From an optimization exercise on the open Yosys and OpenROAD flow, aimed at small area and a short achievable clock period; shortcuts taken in it are not production practice.
RTL that was checked went through simulation tests only; none was proved equivalent to the original.
For run 3, only the layout was checked, not whether the RTL still works.
The flow treats the clock pin as an ideal source. Dropping or thinning the clock tree relies on that and would not hold on a real chip.
No activity file was given, so power comes from the tool's default toggle rates.

[flow/config.mk]
export PLATFORM = sky130hd
export DESIGN_NAME = nibble_mem
export DESIGN_NICKNAME = nibble_mem
export VERILOG_FILES = /design/flow/design.v
export SDC_FILE = /design/flow/constraint.sdc
export NUM_CORES = 4
export LEC_CHECK = 0
export CAP_MARGIN = 20
export CORE_MARGIN = 2
export CORE_UTILIZATION = 35
export CTS_CLUSTER_DIAMETER = 100
export CTS_CLUSTER_SIZE = 30
export SETUP_SLACK_MARGIN = 2.3
export SLEW_MARGIN = 20
[flow/constraint.sdc]
create_clock -name core_clock -period 4.0 [get_ports {clk}]
set_input_delay 0.8000 -clock core_clock [delete_from_list [all_inputs] [get_ports {clk}]]
set_output_delay 0.8000 -clock core_clock [all_outputs]
set_load 0.01 [all_outputs]
[flow/design.v]
module nibble_mem (
    input  wire        clk,
    input  wire        rst_n,    
    input  wire [3:0]  din,
    input  wire        store,
    input  wire        next,
    input  wire        prev,
    output wire [3:0]  dout,
    output reg  [5:0]  addr
);
    reg store_ff1, store_ff2;
    reg next_ff1,  next_ff2;
    reg prev_ff1,  prev_ff2;
    wire store_p = store_ff1 & ~store_ff2;
    wire next_p  = next_ff1  & ~next_ff2;
    wire prev_p  = prev_ff1  & ~prev_ff2;
    reg up;      
    reg dn;      
    reg wr;      
    reg hold;    
    reg step;    
    reg dir;     
    always @(posedge clk or negedge rst_n) begin
        if (!rst_n) begin
            store_ff1 <= 1'b0; store_ff2 <= 1'b0;
            next_ff1  <= 1'b0; next_ff2  <= 1'b0;
            prev_ff1  <= 1'b0; prev_ff2  <= 1'b0;
            up <= 1'b0;
            dn <= 1'b0;
            wr <= 1'b0;
            hold <= 1'b1;
            step <= 1'b0;
            dir  <= 1'b0;
        end else begin
            store_ff1 <= store; store_ff2 <= store_ff1;
            next_ff1  <= next;  next_ff2  <= next_ff1;
            prev_ff1  <= prev;  prev_ff2  <= prev_ff1;
            up <= store_p | next_p;
            dn <= prev_p & ~(store_p | next_p);
            wr <= store_p;
            hold <= ~(store_p | next_p | prev_p);
            step <= store_p | next_p | prev_p;
            if (store_p | next_p)
                dir <= 1'b1;
            else if (prev_p)
                dir <= 1'b0;
        end
    end
    wire [5:0] addr_inc, addr_dec;
    genvar b;
    generate
        for (b = 0; b < 6; b = b + 1) begin : g_step
            if (b == 0) begin : g_lsb
                assign addr_inc[b] = ~addr[b];
                assign addr_dec[b] = ~addr[b];
            end else begin : g_bit
                assign addr_inc[b] = addr[b] ^ (&addr[b-1:0]);
                assign addr_dec[b] = addr[b] ^ ~(|addr[b-1:0]);
            end
        end
    endgenerate
    always @(posedge clk or negedge rst_n) begin
        if (!rst_n)
            addr <= 6'd0;
        else if (step)
            addr <= dir ? addr_inc : addr_dec;
    end
    reg       par;
    reg [3:0] pos [0:63];
    wire [3:0] pv  = {4{par}};
    wire [3:0] x0  = pos[0] ^ pv;             
    wire [3:0] s0  = ~((x0 & {4{hold}}) | (pos[1] & {4{up}}) | (pos[63] & {4{dn}}));
    wire [3:0] w63 = (wr ? din : pos[0]) ^ pv;
    wire [3:0] src_up [0:63];    
    wire [3:0] src_dn [0:63];    
    genvar j;
    generate
        for (j = 1; j < 63; j = j + 1) begin : g_src
            assign src_up[j] = pos[j+1];
        end
        for (j = 2; j < 64; j = j + 1) begin : g_srd
            assign src_dn[j] = pos[j-1];
        end
    endgenerate
    assign src_up[63] = w63;
    assign src_dn[1]  = x0;
    assign src_up[0]  = 4'd0;    
    assign src_dn[0]  = 4'd0;    
    integer i;
    always @(posedge clk or negedge rst_n) begin
        if (!rst_n) begin
            par <= 1'b0;
            for (i = 0; i < 64; i = i + 1)
                pos[i] <= 4'd0;
        end else begin
            par <= ~par;
            pos[0] <= ~(s0 ^ pv);
            for (i = 1; i < 64; i = i + 1)
                pos[i] <= ~((pos[i] & {4{hold}}) | (src_up[i] & {4{up}}) | (src_dn[i] & {4{dn}}));
        end
    end
    assign dout = pos[0];
endmodule
[flow/flow/run.sh]
#!/bin/bash
# Layout flow: the standard ORFS flow (standard synthesis unchanged), with
#  - plain buffers (buf_2) on the ports instead of the default port buffer choice,
#  - resizing not restricted to the same cell footprint,
#  - CTS without dummy loads and with larger sink clusters,
#  - after CTS, a shorter clock tree, the same for every register: the clock
#    root buffer is removed and each first-level clock buffer is split in two,
#    so the clock port drives 4 first-level clock buffers directly
#    (rmroot.tcl, splitmid.tcl).
# Each tool run writes its full output to a log file in this folder.
set -euo pipefail
export BUFFER_PORTS_ARGS="-buffer_cell sky130_fd_sc_hd__buf_2"
export CTS_ARGS="-sink_clustering_enable -repair_clock_nets -dont_use_dummy_load -sink_clustering_size 30 -sink_clustering_max_diameter 100"
R=orfs/results/sky130hd/nibble_mem/base
bash standard.sh MATCH_CELL_FOOTPRINT=0 cts > make_cts.log 2>&1
ODB_IN=$R/4_cts.odb ODB_OUT=$R/4_cts.odb openroad -no_init -exit flow/rmroot.tcl > rmroot.log 2>&1
ODB_IN=$R/4_cts.odb ODB_OUT=$R/4_cts.odb openroad -no_init -exit flow/splitmid.tcl > splitmid.log 2>&1
bash standard.sh MATCH_CELL_FOOTPRINT=0 finish > make_finish.log 2>&1
[flow/flow/rmroot.tcl]
read_db $::env(ODB_IN)
set block [ord::get_db_block]
set clk_net [[$block findBTerm clk] getNet]
set its [$clk_net getITerms]
if {[llength $its] == 1} {
  set root [[lindex $its 0] getInst]
  set out_net [[$root findITerm X] getNet]
  set loads {}
  foreach it [$out_net getITerms] { if {[$it getInst] ne $root} { lappend loads $it } }
  if {[llength $loads] <= 4 && [llength [$out_net getBTerms]] == 0} {
    foreach it $loads { $it disconnect; $it connect $clk_net }
    [$root findITerm A] disconnect
    [$root findITerm X] disconnect
    puts "rmroot: removed [$root getName], clk now feeds [llength $loads] pins"
    odb::dbInst_destroy $root
    odb::dbNet_destroy $out_net
  }
}
write_db $::env(ODB_OUT)
[flow/flow/splitmid.tcl]
# Split each first-level clock buffer (driven by the clock port) into two, each
# driving the half of its loads on one side, so that the port drives up to
# 4 first-level buffers with fewer loads each.
read_db $::env(ODB_IN)
set block [ord::get_db_block]
set clk_net [[$block findBTerm clk] getNet]
set mids {}
foreach it [$clk_net getITerms] { lappend mids [$it getInst] }
if {[llength $mids] <= 2} {
  set k 0
  foreach mid $mids {
    set master [$mid getMaster]
    set out_net [[$mid findITerm X] getNet]
    set loads {}
    foreach it [$out_net getITerms] {
      if {[$it getInst] eq $mid} { continue }
      set bb [[$it getInst] getBBox]
      lappend loads [list $it [expr {([$bb xMin]+[$bb xMax])/2}] [expr {([$bb yMin]+[$bb yMax])/2}]]
    }
    if {[llength $loads] < 4} { continue }
    # split along the wider spread
    set xs [lmap l $loads {lindex $l 1}]; set ys [lmap l $loads {lindex $l 2}]
    set dx [expr {[tcl::mathfunc::max {*}$xs] - [tcl::mathfunc::min {*}$xs]}]
    set dy [expr {[tcl::mathfunc::max {*}$ys] - [tcl::mathfunc::min {*}$ys]}]
    set idx [expr {$dx >= $dy ? 1 : 2}]
    set loads [lsort -integer -index $idx $loads]
    set half [expr {[llength $loads] / 2}]
    set move [lrange $loads $half end]
    set keep [lrange $loads 0 [expr {$half-1}]]
    incr k
    set nn [odb::dbNet_create $block "clknet_split_$k"]
    $nn setSigType CLOCK
    set ni [odb::dbInst_create $block $master "clkbuf_split_$k"]
    [$ni findITerm A] connect $clk_net
    [$ni findITerm X] connect $nn
    set sx 0; set sy 0
    foreach l $move { [lindex $l 0] disconnect; [lindex $l 0] connect $nn; incr sx [lindex $l 1]; incr sy [lindex $l 2] }
    set n [llength $move]
    $ni setLocation [expr {$sx/$n}] [expr {$sy/$n}]
    $ni setPlacementStatus PLACED
    # move the kept buffer to the centroid of its own loads
    set sx 0; set sy 0
    foreach l $keep { incr sx [lindex $l 1]; incr sy [lindex $l 2] }
    set n [llength $keep]
    $mid setLocation [expr {$sx/$n}] [expr {$sy/$n}]
    puts "splitmid: [$mid getName] split, [llength $keep] + [llength $move] loads"
  }
  detailed_placement
  check_placement
}
write_db $::env(ODB_OUT)
[flow/standard.sh]
#!/bin/bash
# synth_recipe.tcl (not shown) runs the flow's synth.tcl, then flattens the netlist and writes it again
# the make line also repeats each setting of config.mk as NAME=value (left out here)
make -C /OpenROAD-flow-scripts/flow DESIGN_CONFIG=/design/flow/config.mk WORK_HOME=/design/flow/orfs CLKGATE_MAP_FILE= SYNTH_SCRIPT=/design/flow/synth_recipe.tcl "${@:-finish}"
==> flow_metrics.env, run 1 <==
export IMPL_wl_per_cell_microns=18.81
export IMPL_ir_worst_vdd_mv=0.3714
export IMPL_place_congestion=0.7297
export IMPL_layout_common_cells="dfrtp_1 (271), a222oi_1 (252), buf_2 (16)"
export IMPL_finalSetupViolCount=0
export IMPL_postCtsHoldBufs=0
export IMPL_synth_cell_types=29
export IMPL_largestRegisters="pos x256, addr x6"
export IMPL_syn_to_final_growth_pct=7.468
export IMPL_grt_pass1_vias=6350
export IMPL_top_register="pos"
export IMPL_netlist_area_sq_um=10300
export IMPL_io_pins=19
export IMPL_largest_reg_flops=256
export IMPL_timing_critical_path_cells="buf_2"
export IMPL_synth_fa_ha_area_share_pct=0
export IMPL_antenna_cells=0
export IMPL_drt_iter0_markers=1919
export IMPL_path_clk_slew_ps=100
export IMPL_synth_seq_cells=275
export IMPL_final_common_cell="dfrtp_1"
export IMPL_die_area_sq_um=30830
export IMPL_synthSimpleGateAreaFrac_pct=0.9957
export IMPL_clock_sinks=275
export IMPL_crit_fanout=2
export IMPL_drv_slew=0
export IMPL_cpMaxStageDelayCell="dfrtp_1"
export IMPL_crit_buf_inv=1
export IMPL_crit_family="flip-flops"
export IMPL_die_w_microns=175.6
export IMPL_placed_area_sq_um=10520
export IMPL_core_sq_um=28860
export IMPL_tns_ps=0
export IMPL_slew_headroom_pct=63.13
export IMPL_grt_pass1_wl_microns=31950
export IMPL_max_cap_violations=0
export IMPL_nets=651
export IMPL_vias_per_cell=6.722
export IMPL_drive_gt1_share_pct=10.00
export IMPL_synthesis_instances=671
export IMPL_worstMarginPinSlew_ps=553.1
export IMPL_synth_compound_area_share_pct=25.49
export IMPL_hold_violations=0
export IMPL_synth_top_family_by_area="compound AO/OA/AOI/OAI gates"
export IMPL_synth_nets=680
export IMPL_die_y_microns=175.6
export IMPL_clock_skew_ps=67.53
export IMPL_io_buffers=18
export IMPL_synthMuxAreaShare_pct=0.3886
export IMPL_critPathRequiredTime_ps=3200
export IMPL_nFillCells=2666
export IMPL_critPathLaunchType="flip-flop"
export IMPL_start_util_pct=35.70
export IMPL_max_freq_ghz=0.6017
export IMPL_drc=0
export IMPL_clk_latency_ps=310
export IMPL_min_period_ps=1662
export IMPL_hold_path_class="flip-flop to flip-flop"
export IMPL_status="timing/DRC/antenna clean"
export IMPL_synth_seq_area_share_pct=66.80
export IMPL_endpoint_kind="primary output"
export IMPL_synthXorXnorAreaFrac_pct=1.275
export IMPL_wirelength_microns=19260
export IMPL_crit_arrival_ps=860
export IMPL_grt_use_total_pct=12.08
export IMPL_ys_warn_count=2
export IMPL_num_rows=62
export IMPL_avgSynthCellArea_sq_um=15.36
export IMPL_drt_pass1_iterations=17
export IMPL_p_leak_nw=4.263
export IMPL_grt_ovfl_total=0
export IMPL_vias=6883
export IMPL_antenna_found_initial=0
export IMPL_ant_nets=0
export IMPL_period_share_pct=41.55
export IMPL_final_area_sq_um=11070
export IMPL_slowest_delay_ps=410
export IMPL_dp_hpwl_microns=9466
export IMPL_p_per_area_nw_per_um2=590.8
export IMPL_rsz0062_at_grt="no"
export IMPL_crit_type="flip-flop to primary output"
export IMPL_grt_max_degree=121
through the flow:
step / power (mW) / worst slack, ps / cells / hold WS, ps / utilization [%]
after floorplan: 4.738 / 2657 / 671 / 346.5 / -
after global placement: 4.981 / 1964 / 995 / 356.9 / 36.44
after detailed placement: 5.079 / 1888 / 995 / 361.5 / 36.44
after CTS: 6.585 / 2137 / 1021 / 257.2 / 38.12
after global routing: 6.910 / 2301 / 1024 / 417.1 / 38.37
final: 6.542 / 2338 / 1024 / 382.2 / 38.37
worst paths after layout:
check,slack [ps],cells past startpoint,from,endpoint
worst max-delay path,2340,1,pos[0][0],dout[0]
worst min register to register,380,0,store_ff1,store_ff2
worst max register to register,2370,2,hold,pos[50][2]
min in group asynchronous,400,1,rst_n,pos[32][1]
max in group asynchronous,2530,2,rst_n,pos[0][2]
worst min-delay path,380,0,store_ff1,store_ff2
area by class of cell:
type / instances / area [sq um] / share of cell area [%]
Buffer: 2 / 50.05 / 0.4520
Multi-Input combinational cell: 306 / 2900 / 26.19
Sequential cell: 275 / 6895 / 62.27
Tap cell: 384 / 480.5 / 4.339
Clock buffer: 12 / 300.3 / 2.712
Timing Repair Buffer: 42 / 435.4 / 3.932
Inverter: 3 / 11.26 / 0.1017
routing by layer:
layer  global-route usage [%]  vias to the layer above  wire length, microns  share of wire, %
met1                    16.92                     3637                  8488                44
li1                         -                     2941                     -                 -
met4                    2.996                        0                   229               1.2
met2                    19.72                      287                  9328                48
met3                    1.991                       18                  1217               6.3
met5                        0                        -                     0                 0
cells in the mapped netlist:
master / number / area share [%]
o21ai_0: 2 / 0.097
xor2_1: 7 / 0.60
and3_2: 1 / 0.073
buf_2: 16 / 0.78
inv_1: 3 / 0.11
dfrtp_1: 274 / 67
dfstp_2: 1 / 0.26
buf_4: 3 / 0.22
nand3b_1: 1 / 0.073
a21oi_1: 8 / 0.39
clkbuf_2: 1 / 0.049
a222oi_1: 252 / 24
nand3_1: 1 / 0.049
a21o_1: 2 / 0.15
nand2b_1: 2 / 0.12
nor2b_1: 1 / 0.061
clkbuf_1: 34 / 1.2
nand2_1: 2 / 0.073
buf_6: 20 / 2.2
nand4_1: 1 / 0.061
buf_1: 13 / 0.47
and4_2: 1 / 0.097
xnor2_1: 8 / 0.68
a22oi_1: 4 / 0.29
nor2_1: 6 / 0.22
nor4_2: 1 / 0.12
mux2i_1: 4 / 0.39
o21ai_2: 1 / 0.085
nor3_1: 1 / 0.049
power by group:
part / switching (mW) / internal (mW) / leakage [nW] / total, mW
sequential: 0.587 / 3.47 / 3.14 / 4.06
clock: 0.773 / 0.633 / 0.173 / 1.41
combinational: 0.478 / 0.599 / 0.950 / 1.08
total: 1.84 / 4.70 / 4.26 / 6.54
what timing repair did:
| action | CTS | global route |
|---|---|---|
| setup buffers | 13 | 2 |
| gates resized for setup | 4 | 6 |
| endpoints found under the setup margin | 240 | 100 |
logic make-up after synthesis:
family                    after synthesis
and+or+nand+nor                        18
DFF                                   275
xor gates and xnor gates               15
AOI/OAI and AO/OA                     269
buffers and inverters                  90
muxes                                   4
==> run 2: changes to the inputs <==
--- a/flow/flow/run.sh
+++ b/flow/flow/run.sh
@@ -12,3 +12,3 @@
 export BUFFER_PORTS_ARGS="-buffer_cell sky130_fd_sc_hd__buf_2"
-export CTS_ARGS="-sink_clustering_enable -repair_clock_nets -dont_use_dummy_load -sink_clustering_size 30 -sink_clustering_max_diameter 100"
+export CTS_ARGS="-sink_clustering_enable -repair_clock_nets -dont_use_dummy_load -sink_clustering_size 22 -sink_clustering_max_diameter 80"
 R=orfs/results/sky130hd/nibble_mem/base
--- a/flow/config.mk
+++ b/flow/config.mk
@@ -10,4 +10,4 @@
 export CORE_UTILIZATION = 35
-export CTS_CLUSTER_DIAMETER = 100
-export CTS_CLUSTER_SIZE = 30
+export CTS_CLUSTER_DIAMETER = 80
+export CTS_CLUSTER_SIZE = 22
 export SETUP_SLACK_MARGIN = 2.3
==> run 2 against run 1 <==
  * Combinational power about the same
  * First-iteration DRC count down 1.3%
  * Fmax increased by 0.89%
  * Largest cell class unchanged
==> flow_metrics.env, run 2 <==
export IMPL_status="timing/DRC/antenna clean"
export IMPL_grt_max_degree=121
export IMPL_p_leak_nw=4.296
export IMPL_antenna_cells=0
export IMPL_largestRegisters="pos x256, addr x6"
export IMPL_timing_critical_path_cells="buf_16, a222oi_1"
export IMPL_max_freq_ghz=0.6071
export IMPL_crit_buf_inv=1
export IMPL_sw_frac_of_total_pct=27.83
export IMPL_synth_cell_types=29
export IMPL_antenna_found_initial=0
export IMPL_crit_fanout=98
export IMPL_wl_per_cell_microns=18.79
export IMPL_grt_ovfl_total=0
export IMPL_final_area_sq_um=11140
export IMPL_intPower_mw=4.834
export IMPL_synth_top_area_cell="dfrtp_1"
export IMPL_tns_ps=0
export IMPL_io_buffers=18
export IMPL_postCtsHoldBufs=0
export IMPL_clock_skew_ps=48.95
export IMPL_start_util_pct=35.70
export IMPL_clock_sinks=275
export IMPL_path_clk_slew_ps=90
export IMPL_num_rows=62
export IMPL_die_y_microns=175.6
export IMPL_crit_family="flip-flops"
export IMPL_io_pins=19
export IMPL_grt_use_met1_pct=17.09
export IMPL_ys_warn_count=2
export IMPL_drive_gt1_share_pct=10.28
export IMPL_crit_arrival_ps=1800
export IMPL_drt_pass1_iterations=19
export IMPL_power_frac_clock_pct=23.3
export IMPL_final_common_cell="dfrtp_1"
export IMPL_pwr_share_comb_pct=16.0
export IMPL_min_period_ps=1647
export IMPL_grt_pass1_vias=6375
export IMPL_grt_use_total_pct=12.16
export IMPL_crit_type="flip-flop to flip-flop"
export IMPL_netSwitchingPower_mw=1.864
export IMPL_grtUsageMet2_pct=19.62
export IMPL_placed_area_sq_um=10520
export IMPL_core_sq_um=28860
export IMPL_top_register="pos"
export IMPL_ys_flop_type="dfrtp_1"
export IMPL_synthesis_instances=671
export IMPL_finalSetupViolCount=0
export IMPL_rsz0062_at_grt="yes"
export IMPL_netlist_area_sq_um=10300
export IMPL_die_area_sq_um=30830
export IMPL_synth_edff_count=0
export IMPL_synth_area_leaders="dfrtp_1 (67%), a222oi_1 (24%), buf_6 (2.2%)"
export IMPL_place_congestion=0.7297
export IMPL_syn_to_final_growth_pct=8.124
export IMPL_vias_per_cell=6.636
export IMPL_synth_nets=680
export IMPL_critPathRequiredTime_ps=4150
export IMPL_synth_common_cells="dfrtp_1 (274), a222oi_1 (252), clkbuf_1 (34)"
export IMPL_slew_headroom_pct=62.26
export IMPL_vias=6809
export IMPL_max_cap_violations=0
export IMPL_grt_pass1_wl_microns=32120
export IMPL_hold_violations=0
export IMPL_die_w_microns=175.6
export IMPL_drc=0
export IMPL_wirelength_microns=19280
export IMPL_ir_worst_vdd_mv=0.4151
export IMPL_p_per_area_nw_per_um2=601.2
export IMPL_drv_slew=0
export IMPL_synth_top_area_share_pct=66.55
export IMPL_ys_async_sr_fraction_pct=100.0
export IMPL_worstMarginPinSlew_ps=566.1
export IMPL_cpMaxStageDelayCell="dfstp_4"
export IMPL_clk_latency_ps=310
export IMPL_endpoint_kind="flip-flop"
export IMPL_period_share_pct=41.18
export IMPL_ant_nets=0
export IMPL_synth_seq_cells=275
export IMPL_largest_reg_flops=256
export IMPL_layout_common_cells="dfrtp_1 (271), a222oi_1 (252), clkbuf_16 (17)"
export IMPL_synth_seq_area_share_pct=66.80
export IMPL_critPathLaunchType="flip-flop"
export IMPL_grt_use_met3_pct=2.208
export IMPL_busiest_layer="met2"
export IMPL_nets=653
export IMPL_avgSynthCellArea_sq_um=15.36
export IMPL_hold_path_class="flip-flop to flip-flop"
export IMPL_seq_power_share_pct=60.6
export IMPL_slowest_delay_ps=860
export IMPL_dp_hpwl_microns=9466
export IMPL_yosysMostFrequentCell="dfrtp_1"
export IMPL_drt_iter0_markers=1894
## run 2: cell counts after synthesis
No cell type changed its count.
## run 2: layer usage
layer,share of wire (%),wire [microns]
met3,6.6,1268
met1,44,8574
met2,48,9177
met5,0,0
met4,1.3,256
## run 2: area by class of cell
| type | instances | area [sq um] |
|---|---|---|
| fill | 2656 | 17720 |
| sequential | 275 | 6895 |
| multi-input combinational | 306 | 2900 |
| tap | 384 | 480.5 |
| timing repair buffer | 41 | 427.9 |
| clock buffer | 15 | 375.4 |
| buffer | 2 | 50.05 |
| inverter | 3 | 11.26 |
## run 2: worst paths after layout
kind                            from         end  slack [ps]  cells past startpoint
max                             hold  pos[33][2]        2350                      2
min                        store_ff1   store_ff2         370                      0
max reg2reg                     hold  pos[33][2]        2350                      2
min reg2reg                store_ff1   store_ff2         370                      0
max in group asynchronous      rst_n  pos[52][3]        2540                      2
min in group asynchronous      rst_n  pos[32][1]         410                      1
## run 2: logic make-up (layout without fill, tap and decap cells)
kind of cell / after synthesis / in the layout / synth area share [%]
flops: 275 / 275 / 66.80
compound gates: 269 / 269 / 25.49
buf+inv: 90 / 61 / 5.052
simple gates: 18 / 18 / 0.9958
xor+xnor: 15 / 15 / 1.275
mux: 4 / 4 / 0.3886
## run 2: stage by stage
step	power (mW)	setup WS, ps	hold slack (ps)	util (%)	cells
2_1_floorplan	4.738	2657	346.5	-	671
6_report	6.698	2353	368.4	38.61	1026
5_1_grt	7.066	2295	407.6	38.61	1026
3_5_place_dp	5.079	1888	361.5	36.44	995
3_3_place_gp	4.981	1964	356.9	36.44	995
4_1_cts	6.732	2142	269.8	38.38	1024
## run 2: timing repair
item                                    CTS  global route
endpoints found under the setup margin  237            88
gates resized for setup                   4             7
setup buffers                            13             1
## run 2: power by group through the flow
stage	combinational, mW	clock [mW]	sequential (mW)
floorplan	0.784	0	3.95
global placement	0.877	0	4.10
detailed placement	0.941	0	4.14
CTS	1.08	1.61	4.05
global route	1.19	1.72	4.15
finish	1.07	1.56	4.06
==> run 3: changes to the inputs <==
--- a/flow/design.v
+++ b/flow/design.v
@@ -19,5 +19,4 @@
     reg wr;      
-    reg hold;    
-    reg step;    
-    reg dir;     
+    reg mv;      
+    wire hold = ~mv;
     always @(posedge clk or negedge rst_n) begin
@@ -30,5 +29,3 @@
             wr <= 1'b0;
-            hold <= 1'b1;
-            step <= 1'b0;
-            dir  <= 1'b0;
+            mv <= 1'b0;
         end else begin
@@ -40,8 +37,3 @@
             wr <= store_p;
-            hold <= ~(store_p | next_p | prev_p);
-            step <= store_p | next_p | prev_p;
-            if (store_p | next_p)
-                dir <= 1'b1;
-            else if (prev_p)
-                dir <= 1'b0;
+            mv <= store_p | next_p | prev_p;
         end
@@ -64,4 +56,4 @@
             addr <= 6'd0;
-        else if (step)
-            addr <= dir ? addr_inc : addr_dec;
+        else if (mv)
+            addr <= up ? addr_inc : addr_dec;
     end
@@ -71,3 +63,4 @@
     wire [3:0] x0  = pos[0] ^ pv;             
-    wire [3:0] s0  = ~((x0 & {4{hold}}) | (pos[1] & {4{up}}) | (pos[63] & {4{dn}}));
+    wire [3:0] d1  = pos[1] ^ pv;             
+    wire [3:0] d63 = pos[63] ^ pv;            
     wire [3:0] w63 = (wr ? din : pos[0]) ^ pv;
@@ -96,3 +89,3 @@
             par <= ~par;
-            pos[0] <= ~(s0 ^ pv);
+            pos[0] <= up ? d1 : dn ? d63 : pos[0];
             for (i = 1; i < 64; i = i + 1)
--- a/flow/flow/run.sh
+++ b/flow/flow/run.sh
@@ -12,3 +12,3 @@
 export BUFFER_PORTS_ARGS="-buffer_cell sky130_fd_sc_hd__buf_2"
-export CTS_ARGS="-sink_clustering_enable -repair_clock_nets -dont_use_dummy_load -sink_clustering_size 22 -sink_clustering_max_diameter 80"
+export CTS_ARGS="-sink_clustering_enable -repair_clock_nets -dont_use_dummy_load -sink_clustering_size 30 -sink_clustering_max_diameter 100"
 R=orfs/results/sky130hd/nibble_mem/base
--- a/flow/config.mk
+++ b/flow/config.mk
@@ -10,4 +10,4 @@
 export CORE_UTILIZATION = 35
-export CTS_CLUSTER_DIAMETER = 80
-export CTS_CLUSTER_SIZE = 22
+export CTS_CLUSTER_DIAMETER = 100
+export CTS_CLUSTER_SIZE = 30
 export SETUP_SLACK_MARGIN = 2.3
==> run 3 against run 2 <==
  * Still clean on timing, DRC and antenna
  * Sequential power is essentially flat
  * Sequential cell count shrank 2
  * Die area shrank 1.7%
  * Utilization grew 0.42 points
  * Design area grew 0.28%
  * Clock skew grew 40 ps
  * Synthesized cell count grew 0.15%
  * First-iteration DRC count shrank 10%
  * Cell count grew 0.68%
  * Via count grew 1.4%
  * Wire length grew 8.4%
  * Count of clock-buffer cells in the layout shrank 3
==> flow_metrics.env, run 3 <==
export IMPL_status="timing/DRC/antenna clean"
export IMPL_vias_per_cell=6.683
export IMPL_wirelength_microns=20890
export IMPL_grt_ovfl_total=0
export IMPL_yosysMostFrequentCell="dfrtp_1"
export IMPL_ys_warn_count=2
export IMPL_dr_max_layer_used="met4"
export IMPL_dp_hpwl_microns=10950
export IMPL_synth_area_leaders="dfrtp_1 (67%), a222oi_1 (25%), clkbuf_1 (2.7%)"
export IMPL_nets=660
export IMPL_tns_ps=0
export IMPL_p_leak_nw=4.295
export IMPL_min_period_ps=1684
export IMPL_start_util_pct=35.38
export IMPL_core_sq_um=28630
export IMPL_antenna_cells=0
export IMPL_max_freq_ghz=0.5937
export IMPL_avgSynthCellArea_sq_um=15.07
export IMPL_drive_gt1_share_pct=11.25
export IMPL_wl_met1_microns=8832
export IMPL_netlist_area_sq_um=10130
export IMPL_final_area_sq_um=11170
export IMPL_synth_top_area_cell="dfrtp_1"
export IMPL_grt_use_total_pct=13.44
export IMPL_rsz0062_at_grt="yes"
export IMPL_dp_slack_ps=1977
export IMPL_io_pins=19
export IMPL_endpoint_kind="primary output"
export IMPL_place_congestion=0.6990
export IMPL_finalSetupViolCount=0
export IMPL_drt_pass1_iterations=12
export IMPL_antenna_found_initial=0
export IMPL_clock_skew_ps=88.80
export IMPL_postCtsHoldBufs=0
export IMPL_p_per_area_nw_per_um2=593.2
export IMPL_synth_seq_area_share_pct=67.45
export IMPL_grt_pass1_wl_microns=34630
export IMPL_drt_iter0_markers=1698
export IMPL_synth_common_cells="dfrtp_1 (273), a222oi_1 (252), clkbuf_1 (74)"
export IMPL_clk_latency_ps=320
export IMPL_ant_nets=0
export IMPL_crit_fanout=2
export IMPL_top_register="pos"
export IMPL_setup_slack_ps=2316
export IMPL_wl_met2_microns=10540
export IMPL_drc=0
export IMPL_crit_buf_inv=1
export IMPL_slowest_delay_ps=430
export IMPL_clock_sinks=273
export IMPL_period_share_pct=42.11
export IMPL_grt_max_degree=109
export IMPL_critPathRequiredTime_ps=3200
export IMPL_grt_pass1_vias=6692
export IMPL_final_common_cell="dfrtp_1"
export IMPL_crit_arrival_ps=880
export IMPL_hold_violations=0
export IMPL_synth_cell_types=24
export IMPL_io_buffers=18
export IMPL_vias=6904
export IMPL_hold_path_class="flip-flop to flip-flop"
export IMPL_placed_cells=999
export IMPL_wl_per_cell_microns=20.23
export IMPL_timing_critical_path_cells="buf_6"
export IMPL_die_area_sq_um=30320
export IMPL_synth_top_area_share_pct=67.45
export IMPL_num_rows=62
export IMPL_ys_async_sr_fraction_pct=100.0
export IMPL_placed_area_sq_um=10520
export IMPL_synth_edff_count=0
export IMPL_crit_family="flip-flops"
export IMPL_fin_cells=1033
export IMPL_max_cap_violations=0
export IMPL_ys_flop_type="dfrtp_1"
export IMPL_die_y_microns=174.1
export IMPL_largest_reg_flops=256
export IMPL_crit_type="flip-flop to primary output"
export IMPL_worstMarginPinSlew_ps=857.1
export IMPL_ir_worst_vdd_mv=0.2636
export IMPL_drv_slew=0
export IMPL_slew_headroom_pct=42.86
export IMPL_syn_to_final_growth_pct=10.30
export IMPL_largestRegisters="pos x256, addr x6"
export IMPL_synth_nets=681
export IMPL_cpMaxStageDelayCell="dfrtp_2"
export IMPL_wl_met3_microns=1267
export IMPL_fin_hold_ws_ps=383.3
export IMPL_die_w_microns=174.1
export IMPL_p_total_mw=6.627
export IMPL_path_clk_slew_ps=110
export IMPL_synthesis_instances=672
export IMPL_synth_seq_cells=273
export IMPL_critPathLaunchType="flip-flop"
export IMPL_final_util_pct=39.03
export IMPL_nFillCells=2597
export IMPL_layout_common_cells="dfrtp_1 (268), a222oi_1 (252), buf_4 (22)"
==> run 3: cell types whose count changed in the layout (fill, tap and decap cells not counted), moves of 4 or more <==
cell     delta
a21oi_1     -7
a22oi_1     -4
buf_6       +8
buf_2       -6
xor2_1      +9
buf_4      +11
mux2i_1     +4
o21ai_1     +5
nor2_1      -5
nand2_1     +4
==> run 3: final cells by class <==
class | count | area (sq um) | area share (%)
Timing Repair Buffer | 50 | 491.7 | 4.401
Inverter | 3 | 37.54 | 0.3360
Timing Repair inverter | 1 | 8.758 | 0.07840
Buffer | 2 | 50.05 | 0.4480
Multi-Input combinational cell | 308 | 2960 | 26.50
Tap cell | 384 | 480.5 | 4.301
Sequential cell | 273 | 6843 | 61.25
Clock buffer | 12 | 300.3 | 2.688
==> run 3: what timing repair did <==
item,CTS,global route
gates resized for setup,21,2
cloned,1,0
endpoints found under the setup margin,263,16
setup buffers,16,3
pin swaps,0,2
==> run 3: power breakdown <==
| part | switching [mW] | internal, mW | total (mW) | leakage (nW) |
|---|---|---|---|---|
| Combinational | 0.541 | 0.650 | 1.19 | 1.01 |
| Sequential | 0.593 | 3.45 | 4.04 | 3.12 |
| Clock | 0.759 | 0.632 | 1.39 | 0.173 |
| Total | 1.89 | 4.73 | 6.63 | 4.29 |
==> run 3: path summary, 6_finish.rpt <==
check | startpoint | depth (start not counted) | slack (ps) | to
worst min-delay path | pos[14][0] | 1 | 380 | pos[15][0]
worst max register to register | up | 3 | 2340 | addr[5]
worst min register to register | pos[14][0] | 1 | 380 | pos[15][0]
max in group asynchronous | rst_n | 2 | 2510 | pos[37][0]
min in group asynchronous | rst_n | 1 | 530 | pos[4][0]
worst max-delay path | addr[0] | 1 | 2320 | addr[0]
==> run 3: metal layers <==
layer	up-vias	track usage (%)
li1	2946	-
met1	3666	18.84
met2	270	22.36
met3	22	1.684
met4	0	3.221
met5	-	0
==> run 3: kinds of logic (layout without fill, tap and decap cells) <==
logic type	after synthesis	count (layout)	share of synthesized area, %
compound gates	261	261	25.50
xor+xnor	23	23	1.989
buf+inv	91	68	3.434
flops	273	273	67.45
mux	8	8	0.7906
simple gates	16	16	0.8400

==> afterwards: timing with drivers on the ports <==
How much do the figures lean on ideal ports? The routed layouts below were timed once more, with nothing changed but the port constraints. Step 1: set_driving_cell puts a clkbuf_16 on clk and a buf_2 on each other input, an assumption about the parent block. Step 2 adds t to the input delays and takes it off the output delays; t is the mean of the earliest and latest rising clock arrival at the registers after step 1. Input paths then give back, and output paths get back, about the clock's delay inside the block. Slacks: no drivers / after step 1 / after step 2; pairs: no drivers / after step 1.
run	t, ns	setup slack, ns	latest minus earliest clock arrival (ns)	slew at the worst register clock pin (ns)
run 1	0.375	2.338 / 2.246 / 2.176	0.076 / 0.076	0.11 / 0.11
run 2	0.382	2.353 / 2.264 / 2.183	0.049 / 0.049	0.09 / 0.09
run 3	0.362	2.316 / 2.229 / 2.184	0.089 / 0.089	0.11 / 0.11
After both steps setup and hold are still met in every run listed. The setup slack of run 2, which loses most, moves by -0.089 ns with the drivers and by -0.170 ns with both steps. The worst setup slack also covers recovery checks on asynchronous resets.
